This design comes from an exercise in tuning for small area and a short achievable clock period on the open sky130 flow, not from production work. RTL that was checked went through simulation tests only; none was proved equivalent to the original. For run 1, only the layout was checked, not whether the RTL still works.

==> flow/design.v (outline; a module is shown in full before it is edited, if it fits) <==
// module iir: 892 lines
module iir(
    input clk,
    input rst_n,
    input [31:0] x,
    output reg [31:0] y
    );
  // ...
==> flow/flow/run.sh <==
#!/bin/bash
# Layout flow: the standard ORFS flow (standard.sh), with two changes:
#  1. the combinational logic of the standard synthesis is replaced by the
#     gate-level netlist that gen2.py writes from the same description as
#     rtl/iir.v (same registers, same names and cell types; checked by
#     swap_netlist.py, and the standard netlist is kept if they differ);
#  2. the port buffers are buf_2 cells instead of the default.
set -euo pipefail
export BUFFER_PORTS_ARGS="-buffer_cell sky130_fd_sc_hd__buf_2"
R=orfs/results/sky130hd/iir/base
bash standard.sh synth > standard_synth.log 2>&1
python3 flow/gen2.py --fay xor --fap cell --polmode 1 --net custom_netlist.v > gen2.log 2>&1
if python3 flow/swap_netlist.py $R/1_2_yosys.v custom_netlist.v > swap_netlist.log 2>&1; then
  cp $R/1_2_yosys.v standard_1_2_yosys.v
  cp custom_netlist.v $R/1_2_yosys.v
  touch $R/1_2_yosys.v
  rm -f $R/1_synth.odb $R/1_synth.sdc
fi
bash standard.sh finish > standard_finish.log 2>&1
==> flow/flow/swap_netlist.py <==
#!/usr/bin/env python3
"""Check that a hand-built netlist keeps the standard synthesis's registers
(same instance names and cell types) and ports; exit 1 if not.
usage: swap_netlist.py STANDARD.v CUSTOM.v"""
import re, sys

def info(path):
    t = open(path).read()
    ffs = {}
    for cell, name in re.findall(r'\b(sky130_fd_sc_hd__df\w+)\s+(\\\S+|\S+)\s*\(', t):
        ffs[name.lstrip('\\')] = cell
    m = re.search(r'module\s+iir\s*\((.*?)\);', t, re.S)
    ports = sorted(p.strip() for p in m.group(1).split(','))
    decl = sorted(re.findall(r'^\s*(input|output)\s+(\[[^\]]*\])?\s*(\w+);', t, re.M))
    return ffs, ports, decl

a = info(sys.argv[1])
b = info(sys.argv[2])
ok = True
if a[0] != b[0]:
    ok = False
    print('registers differ:')
    for k in sorted(set(a[0]) | set(b[0])):
        if a[0].get(k) != b[0].get(k):
            print('  ', k, a[0].get(k), b[0].get(k))
if a[1] != b[1] or a[2] != b[2]:
    ok = False
    print('ports differ:', a[1:], b[1:])
print('registers:', len(a[0]), 'match' if ok else 'MISMATCH')
sys.exit(0 if ok else 1)
==> flow/standard.sh <==
#!/bin/bash
# synth_recipe.tcl (not shown) runs the flow's synth.tcl, then flattens the netlist and writes it again
# the make line also repeats each setting of config.mk as NAME=value (left out here)
make -C /OpenROAD-flow-scripts/flow DESIGN_CONFIG=/design/flow/config.mk WORK_HOME=/design/flow/orfs CLKGATE_MAP_FILE= SYNTH_SCRIPT=/design/flow/synth_recipe.tcl "${@:-finish}"
==> flow/config.mk <==
export PLATFORM = sky130hd
export DESIGN_NAME = iir
export DESIGN_NICKNAME = iir
export VERILOG_FILES = /design/flow/design.v
export SDC_FILE = /design/flow/constraint.sdc
export NUM_CORES = 4
export LEC_CHECK = 0
export CAP_MARGIN = 20
export CORE_MARGIN = 2
export CORE_UTILIZATION = 70
export CTS_BUF_LIST = sky130_fd_sc_hd__clkbuf_4 sky130_fd_sc_hd__clkbuf_8
export SETUP_SLACK_MARGIN = 3.5
export SLEW_MARGIN = 20
==> flow/constraint.sdc <==
create_clock -name core_clock -period 7.5 [get_ports {clk}]
set_input_delay 1.5000 -clock core_clock [delete_from_list [all_inputs] [get_ports {clk}]]
set_output_delay 1.5000 -clock core_clock [all_outputs]
set_load 0.01 [all_outputs]
Not shown: flow/flow/gen2.py
==> impl_results.md, run 1 <==
* CP Capture Type: register
* Biggest Area Class: multi-input gates
* Net count, final at 1069
* Status: complete, no violations
* Multi-input gates at 715
* # clk buffers at 10
* Hpwl dp at 14090 um
* Hold_ws at 0.3582 ns
* Register-to-Register Path Depth at 12
* Post-route ant nets at 0
* Most frequent cells in the layout: xor2_1 (211), nor2_1 (120), dfrtp_1 (95)
* Setup WS pre-CTS at 3.005 ns
* CTS root buffer: clkbuf_8
* Share of layout cells above drive strength 1 at 8.980%
* Post-CTS Setup Bufs at 0
* DRT Wirelength at 17520 um
* CTS resizes at 1
* Clk_skew at 0.009582 ns
* Worst hold path depth at 0
* First-pass DRT Iterations at 5
* CTS tree: done
* Final core utilization at 77.97%
* Initial antenna violation count at 0
* Met3 usage at 4.028%
* Slowest-stage cell, CP: maj3_1
* Metal3 WL at 513 um
* Worst path arrival time at 4.15 ns
* Gr busiest metal: met2
==> run 2, diff against run 1 <==
--- a/flow/design.v
+++ b/flow/design.v
@@ -449,436 +449,474 @@
 wire pa442 = ~(tn396 | tn393);
 wire pg443 = ~((tn396 | gn392) & gn395);
 wire pa444 = ~(tn402 | tn399);
 wire pg445 = ~((tn402 | gn398) & gn401);
 wire pa446 = ~(tn408 | tn405);
 wire pg447 = ~((tn408 | gn404) & gn407);
 wire pa448 = ~(tn414 | tn411);
 wire pg449 = ~((tn414 | gn410) & gn413);
-wire pa450 = ~(inv422 | gn332);
-wire inv451 = ~pa423;
-wire pg452 = ~((inv451 | gn332) & gn335);
-wire inv453 = ~pa424;
-wire pa454 = ~(tn345 | inv453);
-wire inv455 = ~pg425;
-wire pg456 = ~((tn345 | inv455) & gn344);
-wire pa457 = ~(pa426 & pa424);
-wire pg458 = ~((pa426 & pg425) | pg427);
-wire inv459 = ~pa428;
-wire pa460 = ~(tn357 | inv459);
-wire inv461 = ~pg429;
-wire pg462 = ~((tn357 | inv461) & gn356);
-wire pa463 = ~(pa430 & pa428);
-wire pg464 = ~((pa430 & pg429) | pg431);
-wire inv465 = ~pa432;
-wire pa466 = ~(tn369 | inv465);
-wire inv467 = ~pg433;
-wire pg468 = ~((tn369 | inv467) & gn368);
-wire pa469 = ~(pa434 & pa432);
-wire pg470 = ~((pa434 & pg433) | pg435);
-wire inv471 = ~pa436;
-wire pa472 = ~(tn381 | inv471);
-wire inv473 = ~pg437;
-wire pg474 = ~((tn381 | inv473) & gn380);
-wire pa475 = ~(pa438 & pa436);
-wire pg476 = ~((pa438 & pg437) | pg439);
-wire inv477 = ~pa440;
-wire pa478 = ~(tn393 | inv477);
-wire inv479 = ~pg441;
-wire pg480 = ~((tn393 | inv479) & gn392);
-wire pa481 = ~(pa442 & pa440);
-wire pg482 = ~((pa442 & pg441) | pg443);
-wire inv483 = ~pa444;
-wire pa484 = ~(tn405 | inv483);
-wire inv485 = ~pg445;
-wire pg486 = ~((tn405 | inv485) & gn404);
-wire pa487 = ~(pa446 & pa444);
-wire pg488 = ~((pa446 & pg445) | pg447);
-wire inv489 = ~pa448;
-wire pa490 = ~(tn417 | inv489);
-wire inv491 = ~pg449;
-wire pg492 = ~((tn417 | inv491) & gn416);
-wire inv493 = ~pg452;
-wire pg494 = ~((tn339 | inv493) & gn338);
-wire pg495 = ~((pa424 & pg452) | pg425);
-wire pg496 = ~((pa454 & pg452) | pg456);
-wire pg497 = ~((pa457 | inv493) & pg458);
-wire pa498 = ~(tn363 | pa463);
-wire pg499 = ~((tn363 | pg464) & gn362);
-wire pa500 = ~(inv465 | pa463);
-wire pg501 = ~((inv465 | pg464) & inv467);
-wire inv502 = ~pa463;
-wire pa503 = ~(pa466 & inv502);
-wire inv504 = ~pg464;
-wire pg505 = ~((pa466 & inv504) | pg468);
-wire pa506 = ~(pa469 | pa463);
-wire pg507 = ~((pa469 | pg464) & pg470);
-wire pa508 = ~(tn387 | pa475);
-wire pg509 = ~((tn387 | pg476) & gn386);
-wire pa510 = ~(inv477 | pa475);
-wire pg511 = ~((inv477 | pg476) & inv479);
-wire inv512 = ~pa475;
-wire pa513 = ~(pa478 & inv512);
-wire inv514 = ~pg476;
-wire pg515 = ~((pa478 & inv514) | pg480);
-wire pa516 = ~(pa481 | pa475);
-wire pg517 = ~((pa481 | pg476) & pg482);
-wire pa518 = ~(tn411 | pa487);
-wire pg519 = ~((tn411 | pg488) & gn410);
-wire pa520 = ~(inv489 | pa487);
-wire pg521 = ~((inv489 | pg488) & inv491);
-wire inv522 = ~pa487;
-wire pa523 = ~(pa490 & inv522);
-wire inv524 = ~pg488;
-wire pg525 = ~((pa490 & inv524) | pg492);
-wire inv526 = ~pg497;
-wire pg527 = ~((tn351 | inv526) & gn350);
-wire pg528 = ~((pa428 & pg497) | pg429);
-wire pg529 = ~((pa460 & pg497) | pg462);
-wire pg530 = ~((inv502 & pg497) | inv504);
-wire pg531 = ~((pa498 & pg497) | pg499);
-wire pg532 = ~((pa500 & pg497) | pg501);
-wire pg533 = ~((pa503 | inv526) & pg505);
-wire pg534 = ~((pa506 & pg497) | pg507);
-wire inv535 = ~pa516;
-wire pa536 = ~(tn399 | inv535);
-wire inv537 = ~pg517;
-wire pg538 = ~((tn399 | inv537) & gn398);
-wire pa539 = ~(pa444 & pa516);
-wire pg540 = ~((pa444 & pg517) | pg445);
-wire pa541 = ~(pa484 & pa516);
-wire pg542 = ~((pa484 & pg517) | pg486);
-wire pa543 = ~(inv522 & pa516);
-wire pg544 = ~((inv522 & pg517) | inv524);
-wire pa545 = ~(pa518 & pa516);
-wire pg546 = ~((pa518 & pg517) | pg519);
-wire pa547 = ~(pa520 & pa516);
-wire pg548 = ~((pa520 & pg517) | pg521);
-wire pa549 = ~(pa523 | inv535);
-wire pg550 = ~((pa523 | inv537) & pg525);
-wire pg551 = ~((tn375 | pg534) & gn374);
-wire pg552 = ~((inv471 | pg534) & inv473);
-wire inv553 = ~pg534;
-wire pg554 = ~((pa472 & inv553) | pg474);
-wire pg555 = ~((pa475 | pg534) & pg476);
-wire pg556 = ~((pa508 & inv553) | pg509);
-wire pg557 = ~((pa510 & inv553) | pg511);
-wire pg558 = ~((pa513 | pg534) & pg515);
-wire pg559 = ~((inv535 | pg534) & inv537);
-wire pg560 = ~((pa536 & inv553) | pg538);
-wire pg561 = ~((pa539 | pg534) & pg540);
-wire pg562 = ~((pa541 | pg534) & pg542);
-wire pg563 = ~((pa543 | pg534) & pg544);
-wire pg564 = ~((pa545 | pg534) & pg546);
-wire pg565 = ~((pa547 | pg534) & pg548);
-wire pg566 = ~((pa549 & inv553) | pg550);
-wire sn567 = ~(xs121 ^ gn332);
-wire xo568 = pp337 ^ pa450;
-wire xo569 = pp340 ^ pg452;
-wire xo570 = pp343 ^ pg494;
-wire sn571 = ~(pp346 ^ pg495);
-wire sn572 = ~(pp349 ^ pg496);
-wire xo573 = pp352 ^ pg497;
-wire xo574 = pp355 ^ pg527;
-wire sn575 = ~(pp358 ^ pg528);
-wire sn576 = ~(pp361 ^ pg529);
-wire sn577 = ~(pp364 ^ pg530);
-wire sn578 = ~(pp367 ^ pg531);
-wire sn579 = ~(pp370 ^ pg532);
-wire xo580 = pp373 ^ pg533;
-wire sn581 = ~(pp376 ^ pg534);
-wire xo582 = pp379 ^ pg551;
-wire xo583 = pp382 ^ pg552;
-wire sn584 = ~(pp385 ^ pg554);
-wire xo585 = pp388 ^ pg555;
-wire sn586 = ~(pp391 ^ pg556);
-wire sn587 = ~(pp394 ^ pg557);
-wire xo588 = pp397 ^ pg558;
-wire xo589 = pp400 ^ pg559;
-wire sn590 = ~(pp403 ^ pg560);
-wire xo591 = pp406 ^ pg561;
-wire xo592 = pp409 ^ pg562;
-wire xo593 = pp412 ^ pg563;
-wire xo594 = pp415 ^ pg564;
-wire xo595 = pp418 ^ pg565;
-wire sn596 = ~(pp421 ^ pg566);
-wire gn597 = ~(y[0] & x[0]);
-wire tn598 = ~(y[0] | x[0]);
-wire pp599 = y[0] ^ x[0];
-wire gn600 = ~(fa272 & fa211);
-wire tn601 = ~(fa272 | fa211);
-wire pp602 = fa272 ^ fa211;
-wire gn603 = ~(fa273 & fa274);
-wire tn604 = ~(fa273 | fa274);
-wire pp605 = fa273 ^ fa274;
-wire gn606 = ~(fa275 & fa276);
-wire tn607 = ~(fa275 | fa276);
-wire pp608 = fa275 ^ fa276;
-wire gn609 = ~(fa277 & fa278);
-wire tn610 = ~(fa277 | fa278);
-wire pp611 = fa277 ^ fa278;
-wire gn612 = ~(fa279 & fa280);
-wire tn613 = ~(fa279 | fa280);
-wire pp614 = fa279 ^ fa280;
-wire gn615 = ~(fa281 & fa282);
-wire tn616 = ~(fa281 | fa282);
-wire pp617 = fa281 ^ fa282;
-wire gn618 = ~(fa283 & fa284);
-wire tn619 = ~(fa283 | fa284);
-wire pp620 = fa283 ^ fa284;
-wire gn621 = ~(fa285 & fa286);
-wire tn622 = ~(fa285 | fa286);
-wire pp623 = fa285 ^ fa286;
-wire gn624 = ~(fa287 & fa288);
-wire tn625 = ~(fa287 | fa288);
-wire pp626 = fa287 ^ fa288;
-wire gn627 = ~(fa289 & fa290);
-wire tn628 = ~(fa289 | fa290);
-wire pp629 = fa289 ^ fa290;
-wire gn630 = ~(fa291 & fa292);
-wire tn631 = ~(fa291 | fa292);
-wire pp632 = fa291 ^ fa292;
-wire gn633 = ~(fa293 & fa294);
-wire tn634 = ~(fa293 | fa294);
-wire pp635 = fa293 ^ fa294;
-wire gn636 = ~(fa295 & fa296);
-wire tn637 = ~(fa295 | fa296);
-wire pp638 = fa295 ^ fa296;
-wire gn639 = ~(fa297 & fa298);
-wire tn640 = ~(fa297 | fa298);
-wire pp641 = fa297 ^ fa298;
-wire gn642 = ~(fa299 & fa300);
-wire tn643 = ~(fa299 | fa300);
-wire pp644 = fa299 ^ fa300;
-wire gn645 = ~(fa301 & fa302);
-wire tn646 = ~(fa301 | fa302);
-wire pp647 = fa301 ^ fa302;
-wire gn648 = ~(fa303 & fa304);
-wire tn649 = ~(fa303 | fa304);
-wire pp650 = fa303 ^ fa304;
-wire gn651 = ~(fa305 & fa306);
-wire tn652 = ~(fa305 | fa306);
-wire pp653 = fa305 ^ fa306;
-wire gn654 = ~(fa307 & fa308);
-wire tn655 = ~(fa307 | fa308);
-wire pp656 = fa307 ^ fa308;
-wire gn657 = ~(fa309 & fa310);
-wire tn658 = ~(fa309 | fa310);
-wire pp659 = fa309 ^ fa310;
-wire gn660 = ~(fa311 & fa312);
-wire tn661 = ~(fa311 | fa312);
-wire pp662 = fa311 ^ fa312;
-wire gn663 = ~(fa313 & fa314);
-wire tn664 = ~(fa313 | fa314);
-wire pp665 = fa313 ^ fa314;
-wire gn666 = ~(fa315 & fa316);
-wire tn667 = ~(fa315 | fa316);
-wire pp668 = fa315 ^ fa316;
-wire gn669 = ~(fa317 & fa318);
-wire tn670 = ~(fa317 | fa318);
-wire pp671 = fa317 ^ fa318;
-wire gn672 = ~(fa319 & fa320);
-wire tn673 = ~(fa319 | fa320);
-wire pp674 = fa319 ^ fa320;
-wire gn675 = ~(fa321 & fa322);
-wire tn676 = ~(fa321 | fa322);
-wire pp677 = fa321 ^ fa322;
-wire gn678 = ~(fa323 & fa324);
-wire tn679 = ~(fa323 | fa324);
-wire pp680 = fa323 ^ fa324;
-wire gn681 = ~(fa325 & fa326);
-wire tn682 = ~(fa325 | fa326);
-wire pp683 = fa325 ^ fa326;
-wire gn684 = ~(fa327 & fa328);
-wire tn685 = ~(fa327 | fa328);
-wire pp686 = fa327 ^ fa328;
-wire gn687 = ~(fa329 & fa330);
-wire tn688 = ~(fa329 | fa330);
-wire pp689 = fa329 ^ fa330;
-wire inv690 = ~gn597;
-wire pa691 = ~(fa210 & inv690);
-wire pa692 = ~(tn604 | tn601);
-wire pg693 = ~((tn604 | gn600) & gn603);
-wire pa694 = ~(tn610 | tn607);
-wire pg695 = ~((tn610 | gn606) & gn609);
-wire pa696 = ~(tn616 | tn613);
-wire pg697 = ~((tn616 | gn612) & gn615);
-wire pa698 = ~(tn622 | tn619);
-wire pg699 = ~((tn622 | gn618) & gn621);
-wire pa700 = ~(tn628 | tn625);
-wire pg701 = ~((tn628 | gn624) & gn627);
-wire pa702 = ~(tn634 | tn631);
-wire pg703 = ~((tn634 | gn630) & gn633);
-wire pa704 = ~(tn640 | tn637);
-wire pg705 = ~((tn640 | gn636) & gn639);
-wire pa706 = ~(tn646 | tn643);
-wire pg707 = ~((tn646 | gn642) & gn645);
-wire pa708 = ~(tn652 | tn649);
-wire pg709 = ~((tn652 | gn648) & gn651);
-wire pa710 = ~(tn658 | tn655);
-wire pg711 = ~((tn658 | gn654) & gn657);
-wire pa712 = ~(tn664 | tn661);
-wire pg713 = ~((tn664 | gn660) & gn663);
-wire pa714 = ~(tn670 | tn667);
-wire pg715 = ~((tn670 | gn666) & gn669);
-wire pa716 = ~(tn676 | tn673);
-wire pg717 = ~((tn676 | gn672) & gn675);
-wire pa718 = ~(tn682 | tn679);
-wire pg719 = ~((tn682 | gn678) & gn681);
-wire pg720 = ~((tn601 | pa691) & gn600);
-wire inv721 = ~pa691;
-wire pg722 = ~((pa692 & inv721) | pg693);
-wire inv723 = ~pa694;
-wire pa724 = ~(tn613 | inv723);
-wire inv725 = ~pg695;
-wire pg726 = ~((tn613 | inv725) & gn612);
-wire pa727 = ~(pa696 & pa694);
-wire pg728 = ~((pa696 & pg695) | pg697);
-wire inv729 = ~pa698;
-wire pa730 = ~(tn625 | inv729);
-wire inv731 = ~pg699;
-wire pg732 = ~((tn625 | inv731) & gn624);
-wire pa733 = ~(pa700 & pa698);
-wire pg734 = ~((pa700 & pg699) | pg701);
-wire inv735 = ~pa702;
-wire pa736 = ~(tn637 | inv735);
-wire inv737 = ~pg703;
-wire pg738 = ~((tn637 | inv737) & gn636);
-wire pa739 = ~(pa704 & pa702);
-wire pg740 = ~((pa704 & pg703) | pg705);
-wire inv741 = ~pa706;
-wire pa742 = ~(tn649 | inv741);
-wire inv743 = ~pg707;
-wire pg744 = ~((tn649 | inv743) & gn648);
-wire pa745 = ~(pa708 & pa706);
-wire pg746 = ~((pa708 & pg707) | pg709);
-wire inv747 = ~pa710;
-wire pa748 = ~(tn661 | inv747);
-wire inv749 = ~pg711;
-wire pg750 = ~((tn661 | inv749) & gn660);
-wire pa751 = ~(pa712 & pa710);
-wire pg752 = ~((pa712 & pg711) | pg713);
-wire inv753 = ~pa714;
-wire pa754 = ~(tn673 | inv753);
-wire inv755 = ~pg715;
-wire pg756 = ~((tn673 | inv755) & gn672);
-wire pa757 = ~(pa716 & pa714);
-wire pg758 = ~((pa716 & pg715) | pg717);
-wire inv759 = ~pa718;
-wire pa760 = ~(tn685 | inv759);
-wire inv761 = ~pg719;
-wire pg762 = ~((tn685 | inv761) & gn684);
-wire pg763 = ~((tn607 | pg722) & gn606);
-wire pg764 = ~((inv723 | pg722) & inv725);
-wire inv765 = ~pg722;
-wire pg766 = ~((pa724 & inv765) | pg726);
-wire pg767 = ~((pa727 | pg722) & pg728);
-wire pa768 = ~(tn631 | pa733);
-wire pg769 = ~((tn631 | pg734) & gn630);
-wire pa770 = ~(inv735 | pa733);
-wire pg771 = ~((inv735 | pg734) & inv737);
-wire inv772 = ~pa733;
-wire pa773 = ~(pa736 & inv772);
-wire inv774 = ~pg734;
-wire pg775 = ~((pa736 & inv774) | pg738);
-wire pa776 = ~(pa739 | pa733);
-wire pg777 = ~((pa739 | pg734) & pg740);
-wire pa778 = ~(tn655 | pa745);
-wire pg779 = ~((tn655 | pg746) & gn654);
-wire pa780 = ~(inv747 | pa745);
-wire pg781 = ~((inv747 | pg746) & inv749);
-wire inv782 = ~pa745;
-wire pa783 = ~(pa748 & inv782);
-wire inv784 = ~pg746;
-wire pg785 = ~((pa748 & inv784) | pg750);
-wire pa786 = ~(pa751 | pa745);
-wire pg787 = ~((pa751 | pg746) & pg752);
-wire pa788 = ~(tn679 | pa757);
-wire pg789 = ~((tn679 | pg758) & gn678);
-wire pa790 = ~(inv759 | pa757);
-wire pg791 = ~((inv759 | pg758) & inv761);
-wire inv792 = ~pa757;
-wire pa793 = ~(pa760 & inv792);
-wire inv794 = ~pg758;
-wire pg795 = ~((pa760 & inv794) | pg762);
-wire inv796 = ~pg767;
-wire pg797 = ~((tn619 | inv796) & gn618);
-wire pg798 = ~((pa698 & pg767) | pg699);
-wire pg799 = ~((pa730 & pg767) | pg732);
-wire pg800 = ~((inv772 & pg767) | inv774);
-wire pg801 = ~((pa768 & pg767) | pg769);
-wire pg802 = ~((pa770 & pg767) | pg771);
-wire pg803 = ~((pa773 | inv796) & pg775);
-wire pg804 = ~((pa776 & pg767) | pg777);
-wire inv805 = ~pa786;
-wire pa806 = ~(tn667 | inv805);
-wire inv807 = ~pg787;
-wire pg808 = ~((tn667 | inv807) & gn666);
-wire pa809 = ~(pa714 & pa786);
-wire pg810 = ~((pa714 & pg787) | pg715);
-wire pa811 = ~(pa754 & pa786);
-wire pg812 = ~((pa754 & pg787) | pg756);
-wire pa813 = ~(inv792 & pa786);
-wire pg814 = ~((inv792 & pg787) | inv794);
-wire pa815 = ~(pa788 & pa786);
-wire pg816 = ~((pa788 & pg787) | pg789);
-wire pa817 = ~(pa790 & pa786);
-wire pg818 = ~((pa790 & pg787) | pg791);
-wire pa819 = ~(pa793 | inv805);
-wire pg820 = ~((pa793 | inv807) & pg795);
-wire pg821 = ~((tn643 | pg804) & gn642);
-wire pg822 = ~((inv741 | pg804) & inv743);
-wire inv823 = ~pg804;
-wire pg824 = ~((pa742 & inv823) | pg744);
-wire pg825 = ~((pa745 | pg804) & pg746);
-wire pg826 = ~((pa778 & inv823) | pg779);
-wire pg827 = ~((pa780 & inv823) | pg781);
-wire pg828 = ~((pa783 | pg804) & pg785);
-wire pg829 = ~((inv805 | pg804) & inv807);
-wire pg830 = ~((pa806 & inv823) | pg808);
-wire pg831 = ~((pa809 | pg804) & pg810);
-wire pg832 = ~((pa811 | pg804) & pg812);
-wire pg833 = ~((pa813 | pg804) & pg814);
-wire pg834 = ~((pa815 | pg804) & pg816);
-wire pg835 = ~((pa817 | pg804) & pg818);
-wire pg836 = ~((pa819 & inv823) | pg820);
-wire sn837 = ~(fa210 ^ gn597);
-wire sn838 = ~(pp602 ^ pa691);
-wire xo839 = pp605 ^ pg720;
-wire sn840 = ~(pp608 ^ pg722);
-wire xo841 = pp611 ^ pg763;
-wire xo842 = pp614 ^ pg764;
-wire sn843 = ~(pp617 ^ pg766);
-wire xo844 = pp620 ^ pg767;
-wire xo845 = pp623 ^ pg797;
-wire sn846 = ~(pp626 ^ pg798);
-wire sn847 = ~(pp629 ^ pg799);
-wire sn848 = ~(pp632 ^ pg800);
-wire sn849 = ~(pp635 ^ pg801);
-wire sn850 = ~(pp638 ^ pg802);
-wire xo851 = pp641 ^ pg803;
-wire sn852 = ~(pp644 ^ pg804);
-wire xo853 = pp647 ^ pg821;
-wire xo854 = pp650 ^ pg822;
-wire sn855 = ~(pp653 ^ pg824);
-wire xo856 = pp656 ^ pg825;
-wire sn857 = ~(pp659 ^ pg826);
-wire sn858 = ~(pp662 ^ pg827);
-wire xo859 = pp665 ^ pg828;
-wire xo860 = pp668 ^ pg829;
-wire sn861 = ~(pp671 ^ pg830);
-wire xo862 = pp674 ^ pg831;
-wire xo863 = pp677 ^ pg832;
-wire xo864 = pp680 ^ pg833;
-wire xo865 = pp683 ^ pg834;
-wire xo866 = pp686 ^ pg835;
-wire sn867 = ~(pp689 ^ pg836);
-wire [31:0] y_next = {sn596, xo595, xo594, xo593, xo592, xo591, sn590, xo589, xo588, sn587, sn586, xo585, sn584, xo583, xo582, sn581, xo580, sn579, sn578, sn577, sn576, sn575, xo574, xo573, sn572, sn571, xo570, xo569, xo568, sn567, pp334, p[0]};
-wire [31:0] p_next = {sn867, xo866, xo865, xo864, xo863, xo862, sn861, xo860, xo859, sn858, sn857, xo856, sn855, xo854, xo853, sn852, xo851, sn850, sn849, sn848, sn847, sn846, xo845, xo844, sn843, xo842, xo841, sn840, xo839, sn838, sn837, pp599};
+wire inv450 = ~gn332;
+wire pa451 = ~(xs121 & inv450);
+wire inv452 = ~gn335;
+wire pg453 = ~((pa423 & inv450) | inv452);
+wire inv454 = ~tn345;
+wire pa455 = ~(inv454 & pa424);
+wire inv456 = ~gn344;
+wire pg457 = ~((inv454 & pg425) | inv456);
+wire pa458 = ~(pa426 & pa424);
+wire pg459 = ~((pa426 & pg425) | pg427);
+wire inv460 = ~tn357;
+wire pa461 = ~(inv460 & pa428);
+wire inv462 = ~gn356;
+wire pg463 = ~((inv460 & pg429) | inv462);
+wire pa464 = ~(pa430 & pa428);
+wire pg465 = ~((pa430 & pg429) | pg431);
+wire inv466 = ~tn369;
+wire pa467 = ~(inv466 & pa432);
+wire inv468 = ~gn368;
+wire pg469 = ~((inv466 & pg433) | inv468);
+wire pa470 = ~(pa434 & pa432);
+wire pg471 = ~((pa434 & pg433) | pg435);
+wire inv472 = ~tn381;
+wire pa473 = ~(inv472 & pa436);
+wire inv474 = ~gn380;
+wire pg475 = ~((inv472 & pg437) | inv474);
+wire pa476 = ~(pa438 & pa436);
+wire pg477 = ~((pa438 & pg437) | pg439);
+wire inv478 = ~tn393;
+wire pa479 = ~(inv478 & pa440);
+wire inv480 = ~gn392;
+wire pg481 = ~((inv478 & pg441) | inv480);
+wire pa482 = ~(pa442 & pa440);
+wire pg483 = ~((pa442 & pg441) | pg443);
+wire inv484 = ~tn405;
+wire pa485 = ~(inv484 & pa444);
+wire inv486 = ~gn404;
+wire pg487 = ~((inv484 & pg445) | inv486);
+wire pa488 = ~(pa446 & pa444);
+wire pg489 = ~((pa446 & pg445) | pg447);
+wire inv490 = ~tn417;
+wire pa491 = ~(inv490 & pa448);
+wire inv492 = ~gn416;
+wire pg493 = ~((inv490 & pg449) | inv492);
+wire pg494 = ~((tn339 | pg453) & gn338);
+wire inv495 = ~pg453;
+wire pg496 = ~((pa424 & inv495) | pg425);
+wire pg497 = ~((pa455 | pg453) & pg457);
+wire pg498 = ~((pa458 | pg453) & pg459);
+wire pa499 = ~(tn363 | pa464);
+wire pg500 = ~((tn363 | pg465) & gn362);
+wire inv501 = ~pa432;
+wire pa502 = ~(inv501 | pa464);
+wire inv503 = ~pg433;
+wire pg504 = ~((inv501 | pg465) & inv503);
+wire pa505 = ~(pa467 | pa464);
+wire pg506 = ~((pa467 | pg465) & pg469);
+wire pa507 = ~(pa470 | pa464);
+wire pg508 = ~((pa470 | pg465) & pg471);
+wire pa509 = ~(tn387 | pa476);
+wire pg510 = ~((tn387 | pg477) & gn386);
+wire inv511 = ~pa440;
+wire pa512 = ~(inv511 | pa476);
+wire inv513 = ~pg441;
+wire pg514 = ~((inv511 | pg477) & inv513);
+wire pa515 = ~(pa479 | pa476);
+wire pg516 = ~((pa479 | pg477) & pg481);
+wire pa517 = ~(pa482 | pa476);
+wire pg518 = ~((pa482 | pg477) & pg483);
+wire pa519 = ~(tn411 | pa488);
+wire pg520 = ~((tn411 | pg489) & gn410);
+wire inv521 = ~pa448;
+wire pa522 = ~(inv521 | pa488);
+wire inv523 = ~pg449;
+wire pg524 = ~((inv521 | pg489) & inv523);
+wire pa525 = ~(pa491 | pa488);
+wire pg526 = ~((pa491 | pg489) & pg493);
+wire inv527 = ~gn350;
+wire inv528 = ~tn351;
+wire pg529 = ~((inv528 & pg498) | inv527);
+wire pg530 = ~((pa428 & pg498) | pg429);
+wire inv531 = ~pg463;
+wire inv532 = ~pa461;
+wire pg533 = ~((inv532 & pg498) | inv531);
+wire inv534 = ~pg465;
+wire inv535 = ~pa464;
+wire pg536 = ~((inv535 & pg498) | inv534);
+wire pg537 = ~((pa499 & pg498) | pg500);
+wire pg538 = ~((pa502 & pg498) | pg504);
+wire pg539 = ~((pa505 & pg498) | pg506);
+wire pg540 = ~((pa507 & pg498) | pg508);
+wire inv541 = ~tn399;
+wire pa542 = ~(inv541 & pa517);
+wire inv543 = ~gn398;
+wire pg544 = ~((inv541 & pg518) | inv543);
+wire pa545 = ~(pa444 & pa517);
+wire pg546 = ~((pa444 & pg518) | pg445);
+wire inv547 = ~pa485;
+wire pa548 = ~(inv547 & pa517);
+wire inv549 = ~pg487;
+wire pg550 = ~((inv547 & pg518) | inv549);
+wire inv551 = ~pa488;
+wire pa552 = ~(inv551 & pa517);
+wire inv553 = ~pg489;
+wire pg554 = ~((inv551 & pg518) | inv553);
+wire pa555 = ~(pa519 & pa517);
+wire pg556 = ~((pa519 & pg518) | pg520);
+wire pa557 = ~(pa522 & pa517);
+wire pg558 = ~((pa522 & pg518) | pg524);
+wire pa559 = ~(pa525 & pa517);
+wire pg560 = ~((pa525 & pg518) | pg526);
+wire pg561 = ~((tn375 | pg540) & gn374);
+wire inv562 = ~pg437;
+wire inv563 = ~pa436;
+wire pg564 = ~((inv563 | pg540) & inv562);
+wire pg565 = ~((pa473 | pg540) & pg475);
+wire pg566 = ~((pa476 | pg540) & pg477);
+wire inv567 = ~pg510;
+wire inv568 = ~pa509;
+wire pg569 = ~((inv568 | pg540) & inv567);
+wire inv570 = ~pg514;
+wire inv571 = ~pa512;
+wire pg572 = ~((inv571 | pg540) & inv570);
+wire inv573 = ~pg516;
+wire inv574 = ~pa515;
+wire pg575 = ~((inv574 | pg540) & inv573);
+wire inv576 = ~pg518;
+wire inv577 = ~pa517;
+wire pg578 = ~((inv577 | pg540) & inv576);
+wire pg579 = ~((pa542 | pg540) & pg544);
+wire pg580 = ~((pa545 | pg540) & pg546);
+wire pg581 = ~((pa548 | pg540) & pg550);
+wire pg582 = ~((pa552 | pg540) & pg554);
+wire pg583 = ~((pa555 | pg540) & pg556);
+wire pg584 = ~((pa557 | pg540) & pg558);
+wire pg585 = ~((pa559 | pg540) & pg560);
+wire sn586 = ~(xs121 ^ gn332);
+wire sn587 = ~(pp337 ^ pa451);
+wire sn588 = ~(pp340 ^ pg453);
+wire xo589 = pp343 ^ pg494;
+wire sn590 = ~(pp346 ^ pg496);
+wire xo591 = pp349 ^ pg497;
+wire xo592 = pp352 ^ pg498;
+wire sn593 = ~(pp355 ^ pg529);
+wire sn594 = ~(pp358 ^ pg530);
+wire sn595 = ~(pp361 ^ pg533);
+wire sn596 = ~(pp364 ^ pg536);
+wire sn597 = ~(pp367 ^ pg537);
+wire sn598 = ~(pp370 ^ pg538);
+wire sn599 = ~(pp373 ^ pg539);
+wire sn600 = ~(pp376 ^ pg540);
+wire xo601 = pp379 ^ pg561;
+wire xo602 = pp382 ^ pg564;
+wire xo603 = pp385 ^ pg565;
+wire xo604 = pp388 ^ pg566;
+wire xo605 = pp391 ^ pg569;
+wire xo606 = pp394 ^ pg572;
+wire xo607 = pp397 ^ pg575;
+wire xo608 = pp400 ^ pg578;
+wire xo609 = pp403 ^ pg579;
+wire xo610 = pp406 ^ pg580;
+wire xo611 = pp409 ^ pg581;
+wire xo612 = pp412 ^ pg582;
+wire xo613 = pp415 ^ pg583;
+wire xo614 = pp418 ^ pg584;
+wire xo615 = pp421 ^ pg585;
+wire gn616 = ~(y[0] & x[0]);
+wire tn617 = ~(y[0] | x[0]);
+wire pp618 = y[0] ^ x[0];
+wire gn619 = ~(fa272 & fa211);
+wire tn620 = ~(fa272 | fa211);
+wire pp621 = fa272 ^ fa211;
+wire gn622 = ~(fa273 & fa274);
+wire tn623 = ~(fa273 | fa274);
+wire pp624 = fa273 ^ fa274;
+wire gn625 = ~(fa275 & fa276);
+wire tn626 = ~(fa275 | fa276);
+wire pp627 = fa275 ^ fa276;
+wire gn628 = ~(fa277 & fa278);
+wire tn629 = ~(fa277 | fa278);
+wire pp630 = fa277 ^ fa278;
+wire gn631 = ~(fa279 & fa280);
+wire tn632 = ~(fa279 | fa280);
+wire pp633 = fa279 ^ fa280;
+wire gn634 = ~(fa281 & fa282);
+wire tn635 = ~(fa281 | fa282);
+wire pp636 = fa281 ^ fa282;
+wire gn637 = ~(fa283 & fa284);
+wire tn638 = ~(fa283 | fa284);
+wire pp639 = fa283 ^ fa284;
+wire gn640 = ~(fa285 & fa286);
+wire tn641 = ~(fa285 | fa286);
+wire pp642 = fa285 ^ fa286;
+wire gn643 = ~(fa287 & fa288);
+wire tn644 = ~(fa287 | fa288);
+wire pp645 = fa287 ^ fa288;
+wire gn646 = ~(fa289 & fa290);
+wire tn647 = ~(fa289 | fa290);
+wire pp648 = fa289 ^ fa290;
+wire gn649 = ~(fa291 & fa292);
+wire tn650 = ~(fa291 | fa292);
+wire pp651 = fa291 ^ fa292;
+wire gn652 = ~(fa293 & fa294);
+wire tn653 = ~(fa293 | fa294);
+wire pp654 = fa293 ^ fa294;
+wire gn655 = ~(fa295 & fa296);
+wire tn656 = ~(fa295 | fa296);
+wire pp657 = fa295 ^ fa296;
+wire gn658 = ~(fa297 & fa298);
+wire tn659 = ~(fa297 | fa298);
+wire pp660 = fa297 ^ fa298;
+wire gn661 = ~(fa299 & fa300);
+wire tn662 = ~(fa299 | fa300);
+wire pp663 = fa299 ^ fa300;
+wire gn664 = ~(fa301 & fa302);
+wire tn665 = ~(fa301 | fa302);
+wire pp666 = fa301 ^ fa302;
+wire gn667 = ~(fa303 & fa304);
+wire tn668 = ~(fa303 | fa304);
+wire pp669 = fa303 ^ fa304;
+wire gn670 = ~(fa305 & fa306);
+wire tn671 = ~(fa305 | fa306);
+wire pp672 = fa305 ^ fa306;
+wire gn673 = ~(fa307 & fa308);
+wire tn674 = ~(fa307 | fa308);
+wire pp675 = fa307 ^ fa308;
+wire gn676 = ~(fa309 & fa310);
+wire tn677 = ~(fa309 | fa310);
+wire pp678 = fa309 ^ fa310;
+wire gn679 = ~(fa311 & fa312);
+wire tn680 = ~(fa311 | fa312);
+wire pp681 = fa311 ^ fa312;
+wire gn682 = ~(fa313 & fa314);
+wire tn683 = ~(fa313 | fa314);
+wire pp684 = fa313 ^ fa314;
+wire gn685 = ~(fa315 & fa316);
+wire tn686 = ~(fa315 | fa316);
+wire pp687 = fa315 ^ fa316;
+wire gn688 = ~(fa317 & fa318);
+wire tn689 = ~(fa317 | fa318);
+wire pp690 = fa317 ^ fa318;
+wire gn691 = ~(fa319 & fa320);
+wire tn692 = ~(fa319 | fa320);
+wire pp693 = fa319 ^ fa320;
+wire gn694 = ~(fa321 & fa322);
+wire tn695 = ~(fa321 | fa322);
+wire pp696 = fa321 ^ fa322;
+wire gn697 = ~(fa323 & fa324);
+wire tn698 = ~(fa323 | fa324);
+wire pp699 = fa323 ^ fa324;
+wire gn700 = ~(fa325 & fa326);
+wire tn701 = ~(fa325 | fa326);
+wire pp702 = fa325 ^ fa326;
+wire gn703 = ~(fa327 & fa328);
+wire tn704 = ~(fa327 | fa328);
+wire pp705 = fa327 ^ fa328;
+wire gn706 = ~(fa329 & fa330);
+wire tn707 = ~(fa329 | fa330);
+wire pp708 = fa329 ^ fa330;
+wire inv709 = ~gn616;
+wire pa710 = ~(fa210 & inv709);
+wire pa711 = ~(tn623 | tn620);
+wire pg712 = ~((tn623 | gn619) & gn622);
+wire pa713 = ~(tn629 | tn626);
+wire pg714 = ~((tn629 | gn625) & gn628);
+wire pa715 = ~(tn635 | tn632);
+wire pg716 = ~((tn635 | gn631) & gn634);
+wire pa717 = ~(tn641 | tn638);
+wire pg718 = ~((tn641 | gn637) & gn640);
+wire pa719 = ~(tn647 | tn644);
+wire pg720 = ~((tn647 | gn643) & gn646);
+wire pa721 = ~(tn653 | tn650);
+wire pg722 = ~((tn653 | gn649) & gn652);
+wire pa723 = ~(tn659 | tn656);
+wire pg724 = ~((tn659 | gn655) & gn658);
+wire pa725 = ~(tn665 | tn662);
+wire pg726 = ~((tn665 | gn661) & gn664);
+wire pa727 = ~(tn671 | tn668);
+wire pg728 = ~((tn671 | gn667) & gn670);
+wire pa729 = ~(tn677 | tn674);
+wire pg730 = ~((tn677 | gn673) & gn676);
+wire pa731 = ~(tn683 | tn680);
+wire pg732 = ~((tn683 | gn679) & gn682);
+wire pa733 = ~(tn689 | tn686);
+wire pg734 = ~((tn689 | gn685) & gn688);
+wire pa735 = ~(tn695 | tn692);
+wire pg736 = ~((tn695 | gn691) & gn694);
+wire pa737 = ~(tn701 | tn698);
+wire pg738 = ~((tn701 | gn697) & gn700);
+wire pg739 = ~((tn620 | pa710) & gn619);
+wire inv740 = ~pa710;
+wire pg741 = ~((pa711 & inv740) | pg712);
+wire inv742 = ~tn632;
+wire pa743 = ~(inv742 & pa713);
+wire inv744 = ~gn631;
+wire pg745 = ~((inv742 & pg714) | inv744);
+wire pa746 = ~(pa715 & pa713);
+wire pg747 = ~((pa715 & pg714) | pg716);
+wire inv748 = ~tn644;
+wire pa749 = ~(inv748 & pa717);
+wire inv750 = ~gn643;
+wire pg751 = ~((inv748 & pg718) | inv750);
+wire pa752 = ~(pa719 & pa717);
+wire pg753 = ~((pa719 & pg718) | pg720);
+wire inv754 = ~tn656;
+wire pa755 = ~(inv754 & pa721);
+wire inv756 = ~gn655;
+wire pg757 = ~((inv754 & pg722) | inv756);
+wire pa758 = ~(pa723 & pa721);
+wire pg759 = ~((pa723 & pg722) | pg724);
+wire inv760 = ~tn668;
+wire pa761 = ~(inv760 & pa725);
+wire inv762 = ~gn667;
+wire pg763 = ~((inv760 & pg726) | inv762);
+wire pa764 = ~(pa727 & pa725);
+wire pg765 = ~((pa727 & pg726) | pg728);
+wire inv766 = ~tn680;
+wire pa767 = ~(inv766 & pa729);
+wire inv768 = ~gn679;
+wire pg769 = ~((inv766 & pg730) | inv768);
+wire pa770 = ~(pa731 & pa729);
+wire pg771 = ~((pa731 & pg730) | pg732);
+wire inv772 = ~tn692;
+wire pa773 = ~(inv772 & pa733);
+wire inv774 = ~gn691;
+wire pg775 = ~((inv772 & pg734) | inv774);
+wire pa776 = ~(pa735 & pa733);
+wire pg777 = ~((pa735 & pg734) | pg736);
+wire inv778 = ~tn704;
+wire pa779 = ~(inv778 & pa737);
+wire inv780 = ~gn703;
+wire pg781 = ~((inv778 & pg738) | inv780);
+wire pg782 = ~((tn626 | pg741) & gn625);
+wire inv783 = ~pg714;
+wire inv784 = ~pa713;
+wire pg785 = ~((inv784 | pg741) & inv783);
+wire pg786 = ~((pa743 | pg741) & pg745);
+wire pg787 = ~((pa746 | pg741) & pg747);
+wire pa788 = ~(tn650 | pa752);
+wire pg789 = ~((tn650 | pg753) & gn649);
+wire inv790 = ~pa721;
+wire pa791 = ~(inv790 | pa752);
+wire inv792 = ~pg722;
+wire pg793 = ~((inv790 | pg753) & inv792);
+wire pa794 = ~(pa755 | pa752);
+wire pg795 = ~((pa755 | pg753) & pg757);
+wire pa796 = ~(pa758 | pa752);
+wire pg797 = ~((pa758 | pg753) & pg759);
+wire pa798 = ~(tn674 | pa764);
+wire pg799 = ~((tn674 | pg765) & gn673);
+wire inv800 = ~pa729;
+wire pa801 = ~(inv800 | pa764);
+wire inv802 = ~pg730;
+wire pg803 = ~((inv800 | pg765) & inv802);
+wire pa804 = ~(pa767 | pa764);
+wire pg805 = ~((pa767 | pg765) & pg769);
+wire pa806 = ~(pa770 | pa764);
+wire pg807 = ~((pa770 | pg765) & pg771);
+wire pa808 = ~(tn698 | pa776);
+wire pg809 = ~((tn698 | pg777) & gn697);
+wire inv810 = ~pa737;
+wire pa811 = ~(inv810 | pa776);
+wire inv812 = ~pg738;
+wire pg813 = ~((inv810 | pg777) & inv812);
+wire pa814 = ~(pa779 | pa776);
+wire pg815 = ~((pa779 | pg777) & pg781);
+wire inv816 = ~gn637;
+wire inv817 = ~tn638;
+wire pg818 = ~((inv817 & pg787) | inv816);
+wire pg819 = ~((pa717 & pg787) | pg718);
+wire inv820 = ~pg751;
+wire inv821 = ~pa749;
+wire pg822 = ~((inv821 & pg787) | inv820);
+wire inv823 = ~pg753;
+wire inv824 = ~pa752;
+wire pg825 = ~((inv824 & pg787) | inv823);
+wire pg826 = ~((pa788 & pg787) | pg789);
+wire pg827 = ~((pa791 & pg787) | pg793);
+wire pg828 = ~((pa794 & pg787) | pg795);
+wire pg829 = ~((pa796 & pg787) | pg797);
+wire inv830 = ~tn686;
+wire pa831 = ~(inv830 & pa806);
+wire inv832 = ~gn685;
+wire pg833 = ~((inv830 & pg807) | inv832);
+wire pa834 = ~(pa733 & pa806);
+wire pg835 = ~((pa733 & pg807) | pg734);
+wire inv836 = ~pa773;
+wire pa837 = ~(inv836 & pa806);
+wire inv838 = ~pg775;
+wire pg839 = ~((inv836 & pg807) | inv838);
+wire inv840 = ~pa776;
+wire pa841 = ~(inv840 & pa806);
+wire inv842 = ~pg777;
+wire pg843 = ~((inv840 & pg807) | inv842);
+wire pa844 = ~(pa808 & pa806);
+wire pg845 = ~((pa808 & pg807) | pg809);
+wire pa846 = ~(pa811 & pa806);
+wire pg847 = ~((pa811 & pg807) | pg813);
+wire pa848 = ~(pa814 & pa806);
+wire pg849 = ~((pa814 & pg807) | pg815);
+wire pg850 = ~((tn662 | pg829) & gn661);
+wire inv851 = ~pg726;
+wire inv852 = ~pa725;
+wire pg853 = ~((inv852 | pg829) & inv851);
+wire pg854 = ~((pa761 | pg829) & pg763);
+wire pg855 = ~((pa764 | pg829) & pg765);
+wire inv856 = ~pg799;
+wire inv857 = ~pa798;
+wire pg858 = ~((inv857 | pg829) & inv856);
+wire inv859 = ~pg803;
+wire inv860 = ~pa801;
+wire pg861 = ~((inv860 | pg829) & inv859);
+wire inv862 = ~pg805;
+wire inv863 = ~pa804;
+wire pg864 = ~((inv863 | pg829) & inv862);
+wire inv865 = ~pg807;
+wire inv866 = ~pa806;
+wire pg867 = ~((inv866 | pg829) & inv865);
+wire pg868 = ~((pa831 | pg829) & pg833);
+wire pg869 = ~((pa834 | pg829) & pg835);
+wire pg870 = ~((pa837 | pg829) & pg839);
+wire pg871 = ~((pa841 | pg829) & pg843);
+wire pg872 = ~((pa844 | pg829) & pg845);
+wire pg873 = ~((pa846 | pg829) & pg847);
+wire pg874 = ~((pa848 | pg829) & pg849);
+wire sn875 = ~(fa210 ^ gn616);
+wire sn876 = ~(pp621 ^ pa710);
+wire xo877 = pp624 ^ pg739;
+wire sn878 = ~(pp627 ^ pg741);
+wire xo879 = pp630 ^ pg782;
+wire xo880 = pp633 ^ pg785;
+wire xo881 = pp636 ^ pg786;
+wire xo882 = pp639 ^ pg787;
+wire sn883 = ~(pp642 ^ pg818);
+wire sn884 = ~(pp645 ^ pg819);
+wire sn885 = ~(pp648 ^ pg822);
+wire sn886 = ~(pp651 ^ pg825);
+wire sn887 = ~(pp654 ^ pg826);
+wire sn888 = ~(pp657 ^ pg827);
+wire sn889 = ~(pp660 ^ pg828);
+wire sn890 = ~(pp663 ^ pg829);
+wire xo891 = pp666 ^ pg850;
+wire xo892 = pp669 ^ pg853;
+wire xo893 = pp672 ^ pg854;
+wire xo894 = pp675 ^ pg855;
+wire xo895 = pp678 ^ pg858;
+wire xo896 = pp681 ^ pg861;
+wire xo897 = pp684 ^ pg864;
+wire xo898 = pp687 ^ pg867;
+wire xo899 = pp690 ^ pg868;
+wire xo900 = pp693 ^ pg869;
+wire xo901 = pp696 ^ pg870;
+wire xo902 = pp699 ^ pg871;
+wire xo903 = pp702 ^ pg872;
+wire xo904 = pp705 ^ pg873;
+wire xo905 = pp708 ^ pg874;
+wire [31:0] y_next = {xo615, xo614, xo613, xo612, xo611, xo610, xo609, xo608, xo607, xo606, xo605, xo604, xo603, xo602, xo601, sn600, sn599, sn598, sn597, sn596, sn595, sn594, sn593, xo592, xo591, sn590, xo589, sn588, sn587, sn586, pp334, p[0]};
+wire [31:0] p_next = {xo905, xo904, xo903, xo902, xo901, xo900, xo899, xo898, xo897, xo896, xo895, xo894, xo893, xo892, xo891, sn890, sn889, sn888, sn887, sn886, sn885, sn884, sn883, xo882, xo881, xo880, xo879, sn878, xo877, sn876, sn875, pp618};
 always @(posedge clk or negedge rst_n)
 begin
     if (!rst_n)
     begin
         x1 <= 32'd0;
         p  <= 32'd0;
         y  <= 32'd0;
     end
==> flow/flow/run.sh (replaced) <==
#!/bin/bash
# Layout flow: the standard ORFS flow (standard.sh), with two changes:
#  1. the combinational logic of the standard synthesis is replaced by the
#     gate-level netlist that gen2.py writes from the same description as
#     rtl/iir.v (same registers, same names and cell types; checked by
#     swap_netlist.py, and the standard netlist is kept if they differ);
#  2. the port buffers are buf_1 cells instead of the default.
set -euo pipefail
export BUFFER_PORTS_ARGS="-buffer_cell sky130_fd_sc_hd__buf_1"
R=orfs/results/sky130hd/iir/base
bash standard.sh synth > standard_synth.log 2>&1
python3 flow/gen2.py --fay xor --fap cell --net custom_netlist.v > gen2.log 2>&1
if python3 flow/swap_netlist.py $R/1_2_yosys.v custom_netlist.v > swap_netlist.log 2>&1; then
  cp $R/1_2_yosys.v standard_1_2_yosys.v
  cp custom_netlist.v $R/1_2_yosys.v
  touch $R/1_2_yosys.v
  rm -f $R/1_synth.odb $R/1_synth.sdc
fi
bash standard.sh finish > standard_finish.log 2>&1
--- a/flow/flow/gen2.py
+++ b/flow/flow/gen2.py
@@ -30,17 +30,17 @@
 # carries, and each block's carry-out is kept in register pc (0 = whole adder)
 ap.add_argument('--pblock', type=int, default=0)
 # carry of a full adder in xor form: maj3 cell, or mux2 selected by the xor of
 # the two earlier inputs
 ap.add_argument('--carry', default='maj', choices=['maj', 'mux'])
 # 'fast42': y' uses 4:2 compressors built from xor2/xnor2 and and-or-invert
 # gates, with the inputs x entering last
 ap.add_argument('--polmode', type=int, default=0)
-ap.add_argument('--ytree', default='wallace', choices=['wallace', 'fast42'])
+ap.add_argument('--ytree', default='wallace', choices=['wallace', 'fast42', 'pre'])
 args = ap.parse_args()
 
 # --------------------------------------------------------------------------
 # IR: gates with named output nets. A signal is a net name or 0/1 constant.
 gates = []          # (kind, inputs(list), outputs(list))
 arr = {}            # estimated arrival time per net
 cnt = [0]
 
@@ -180,47 +180,62 @@
     for pol in (0, 1):
         late = max([t(sp[0]) + (0.05 if sp[1] != pol else 0) for sp in sigs] + [-1])
         extra = sum(1 for sp in sigs if sp[1] != pol and sp[0] not in inv_cache)
         key = (extra, round(late, 3)) if args.polmode == 1 else (round(late, 3), extra)
         if best is None or key < best[0]:
             best = (key, pol)
     pol = best[1]
     T = pand(Ti, Tj, pol) if needT else None
+    if isc(Gi) and val(Gi) == 1:
+        return (1, 0), T
+    if isc(Gj) and val(Gj) == 1:
+        Gj = Ti
+        Ti = (1, 0)
+        if isc(Gj) and val(Gj) == 0:
+            return Gi, T
+        if isc(Gi) and val(Gi) == 0:
+            return Gj, T
     if isc(Gj) and val(Gj) == 0:
         return Gi, T
     if isc(Gi) and val(Gi) == 0:
         return pand(Ti, Gj, pol), T
     if isc(Ti) and val(Ti) == 1:
         # Gi | Gj
         if pol == 0:
             return (gate('NOR2', [want(Gi, 0), want(Gj, 0)], prefix='po'), 1), T
         return (gate('NAND2', [want(Gi, 1), want(Gj, 1)], prefix='po'), 0), T
     gi, ti, gj = want(Gi, pol), want(Ti, pol), want(Gj, pol)
     if pol == 0:
         G = (gate('AOI21', [ti, gj, gi], prefix='pg'), 1)
     else:
         G = (gate('OAI21', [ti, gj, gi], prefix='pg'), 0)
     return G, T
 
-def cpa(A, B):
-    """A + B mod 2^W with a Sklansky prefix tree. Returns W sum nets."""
+def cpa(A, B, carry2=False):
+    """A + B mod 2^W with a Sklansky prefix tree. Returns W sum nets. With
+    carry2, A + B + 4, where bits 0 and 1 of B are 0 (the carry into bit 2 is
+    forced to 1)."""
     G, T, P = [], [], []
     for i in range(W):
         a, b = A[i], B[i]
         if b == 0 or a == 0:
             s = a if b == 0 else b
             G.append((0, 0)); T.append((s, 0)); P.append(s)
         elif b == 1 or a == 1:
             s = a if b == 1 else b
             G.append((s, 0)); T.append((1, 0)); P.append(inv(s))
         else:
             G.append((gate('NAND2', [a, b], prefix='gn'), 1))
             T.append((gate('NOR2', [a, b], prefix='tn'), 1))
             P.append(gate('XOR2', [a, b], prefix='pp'))
+    if carry2:
+        assert B[0] == 0 and B[1] == 0
+        G[1] = (1, 0)
+        T[1] = (0, 0)
     start = list(range(W))    # group start of each node
     d = 1
     while d < W:
         nG, nT, ns = list(G), list(T), list(start)
         for i in range(W - 1):
             if (i // d) % 2 == 1:
                 j = (i // d) * d - 1
                 final = start[j] == 0
@@ -286,17 +301,28 @@
 for j in range(NPC):
     pccols[(j + 1) * K].append(PC[j])
 OFF = 0     # p is stored as p + OFF
 pconst = [[] for _ in range(W)]
 pconst[2].append(1)                        # -3y = y + 4*(~y) + 4
 if OFF:
     pconst[2].append(1)                    # + the offset of the stored p
 pcols = merge(col(X, 0), col(X1, 1), col(Y, 0), col(Y, 2, True), pconst)
-if args.ytree == 'fast42':
+if args.ytree == 'pre':
+    # r = p - 4y = p + 4*(~y) + 4 from the registers alone, with its own
+    # prefix adder; then y' = 4x + 2x + r
+    FA_MODE[0] = 'cell'
+    R = cpa(Pq, [0, 0] + [inv(Y[i]) for i in range(W - 2)], carry2=True)
+    rcols = [[R[i]] for i in range(W)]
+    ycols = merge(col(X, 2), col(X, 1), rcols)
+    FA_MODE[0] = args.fay
+    yA, yB = compress(ycols)
+    FA_MODE[0] = args.fap
+    pA, pB = compress(pcols)
+elif args.ytree == 'fast42':
     # y' = 4x + 2x + p + 4*(~y) + 4: per column i two early inputs p[i],
     # ~y[i-2] and two late ones x[i-2], x[i-1]; the constant enters column 2
     # as its carry in
     yA = [0] * W
     yB = [0] * W
     yA[0] = Pq[0]
     yA[1], yB[1] = Pq[1], X[0]
     c1n = None                           # inverted level-1 carry into column i
==> flow/config.mk (replaced) <==
export PLATFORM = sky130hd
export DESIGN_NAME = iir
export DESIGN_NICKNAME = iir
export VERILOG_FILES = /design/flow/design.v
export SDC_FILE = /design/flow/constraint.sdc
export NUM_CORES = 4
export LEC_CHECK = 0
export CAP_MARGIN = 20
export CORE_MARGIN = 2
export CORE_UTILIZATION = 70
export CTS_BUF_LIST = sky130_fd_sc_hd__clkbuf_4 sky130_fd_sc_hd__clkbuf_8
export SETUP_SLACK_MARGIN = 4.3
export SLEW_MARGIN = 20
==> run 2 against run 1 <==
Critical endpoint is now y[19]. Synthesized cell count up 4.3%. Still clean. Via count up 31%. Synthesized area up 1.8%. Final cell count up 8.6%.
==> impl_results.md, run 2 <==
* Highest routed layer: met4
* Port buffer count at 65
* Setup TNS at 0 ns
* Average wire per standard cell at 24.69 um
* Post-Syn Area at 8250 sq um
* Final period utilization at 46.83%
* RR Startpoint: y[6]
* Worst Setup Start Kind: input pin
* Post-route ant nets at 0 (unchanged)
* Final setup fails at 0
* Hpwl dp at 13900 um (-1.3%)
* Synth Net Count at 1026
* Min Tclk post-route at 3.512 ns
* Crit path cell chain: buf_12 -> xor2_4 -> xor2_2 -> xor2_1 -> buf_4 -> nor2_4 -> o21ai_4 -> a21oi_4 -> o21ai_4 -> a21oi_4 -> buf_12 -> o21ai_2 -> xor2_1
* Worst path arrival time at 3.82 ns (-0.33 ns)
* CP required at 7.81 ns
* Placed Cells at 1141
* Hold_ws at 0.3806 ns (+0.02241 ns)
* Yosys Warn Count at 1
* Clock Latency Late Sink at 0.40 ns
* Max frequency at 0.2847 GHz
* DRT met1 WL at 10150 um
* Avg Inst Size Synth at 8.852 sq um
* Worst hold path depth at 0 (unchanged)
* Crit path buf inv count at 3
* Cell count after synthesis at 932
* CP Capture Type: register
* Hold Vio Cnt, Final at 0
* Largest regs: p x32, y x32, x1 x31
* Global-route wire length before repair at 33730 um
* CTS tree: done
* Metal3 WL at 2720 um (+430%)
* Detailed-route via count at 8099
* Die area at 12670 sq um
* Critical path fanouts, max at 8
* Commonest non-fill, non-tap cell in the layout: xor2_1
* Register-to-Register Path Depth at 13 (+1)
* Clk_skew at 0.01163 ns (+0.002043 ns)
* Post-route insts no fill at 1220
* Total GRT Usage at 33.54%
* Vias in the first global route at 7024
* Initial antenna violation count at 0 (unchanged)
* Num Clock Sinks at 95
* Most frequent cells in the layout: xor2_1 (170), inv_1 (122), dfrtp_1 (95)
* Core area at 11470 sq um
* Num ports at 66
* Die height at 112.6 um
* P&R area growth vs syn at 30.44%
* CTS root buffer: clkbuf_8
* Final Wtd Congestion at 0.8797
* DRT Wirelength at 30120 um (+72%)
* Initial Util at 71.95%
* Min-Delay Path Class: reg -> reg
* R2r endpoint: y[19]
* Share of layout cells above drive strength 1 at 28.78% (+20 points)
* CTS H-tree lvls at 3
* Max incr delay on CP at 0.30 ns
* Post-CTS Hold Fix Bufs at 0
* First-iteration detailed-routing DRC count at 1007
* Slowest-stage cell, CP: xor2_2
* Slew margin rel. at 51.53%
* Slew Limit Fails at 0
* Worst-margin pin slew at 0.7270 ns
* Row cnt at 39
* Top delay family on crit path: XOR/XNOR gates
* CTS max path bufs at 2
* Total grt overflow at 0
* Max Cap Viol at 0
* Clock transition at path regs at 0.10 ns
* Die X at 112.6 um
* Worst Path Class, Setup: in -> reg
* DRC viols at 0
* RSZ-0062 raised after global routing: yes
* Met2 routed WL at 14790 um
* R2r setup slk at 4.08 ns
* Largest net degree at the start of global routing at 56
* Hold_sp: p[0]
* Vias/cell at 6.639
* Clock buffer count from CTS at 9
* Net count, final at 1167 (+9.2%)
* Hold path endpoint: y[0]
* First-pass DRT Iterations at 9 (+4)
* Antenna fix cells at 0
* Status: complete, no violations
run 2: metal layers:
layer	vias to the layer above	global-route usage (%)
met5	-	0
met2	751	58.60
met3	281	4.914
met1	3908	42.58
met4	0	12.44
li1	3159	-
run 2: what timing repair did:
item                                    CTS  global route
pin swaps                                39            81
endpoints found under the setup margin   39            37
cloned                                    1             0
endpoints found under the hold margin     0             0
buffers inserted                         28            35
resized for setup                        93           183
run 2: through the flow:
stage | instance area [sq um] | utilization, % | worst slack [ns]
final | 10760 | 93.85 | 3.988
after global routing | 10760 | 93.85 | 3.963
after CTS | 9697 | 84.56 | 4.302
after detailed placement | 8817 | 76.89 | 3.427
after global placement | 8817 | 76.89 | 3.582
after floorplan | 8383 | - | 4.146
run 2: how the worst max path moves through the flow:
| stage | startpoint | end | slack [ns] | cells after the start |
|---|---|---|---|---|
| 3_5_place_dp | x[15] | y[25] | 3.43 | 11 |
| 6_report | x[7] | y[19] | 3.99 | 13 |
| 5_1_grt | x[7] | y[17] | 3.96 | 13 |
| 2_1_floorplan | x[5] | y[20] | 4.15 | 9 |
| 4_1_cts | x[7] | y[23] | 4.30 | 13 |
| 3_3_place_gp | x[14] | y[30] | 3.58 | 11 |
run 2: final cells by class:
class	instances	area, sq um
multi-input cells	716	6588
flip-flops and latches	95	2377
repair buffers	129	910.9
fillers	351	705.7
inverters	122	457.9
well taps	143	178.9
clock buffers	12	158.9
clock inverters	3	90.09

## afterwards: timing with drivers on the ports
In the flow no input, the clock included, has a driving cell. The finished layouts below were timed again as built, in two steps. Step 1, drivers: a clkbuf_16 drives clk and a buf_2 each remaining input, both assumed. Step 2, shift: input delay + t, output delay - t, t = (earliest + latest rising clock arrival at the registers) / 2. This alone moves slack from input paths to output paths. a / b / c = ideal / step 1 / step 2; a / b = the first two.
run	t (ns)	slack for setup (ns)	hold slack, ns
run 1	0.411	3.654 / 3.673 / 3.262	0.358 / 0.358 / 0.358
run 2	0.431	3.988 / 3.957 / 3.526	0.381 / 0.381 / 0.381
After both steps setup and hold are still met in every run listed. The setup slack of run 2, which loses most, moves by -0.031 ns with the drivers and by -0.462 ns with both steps.
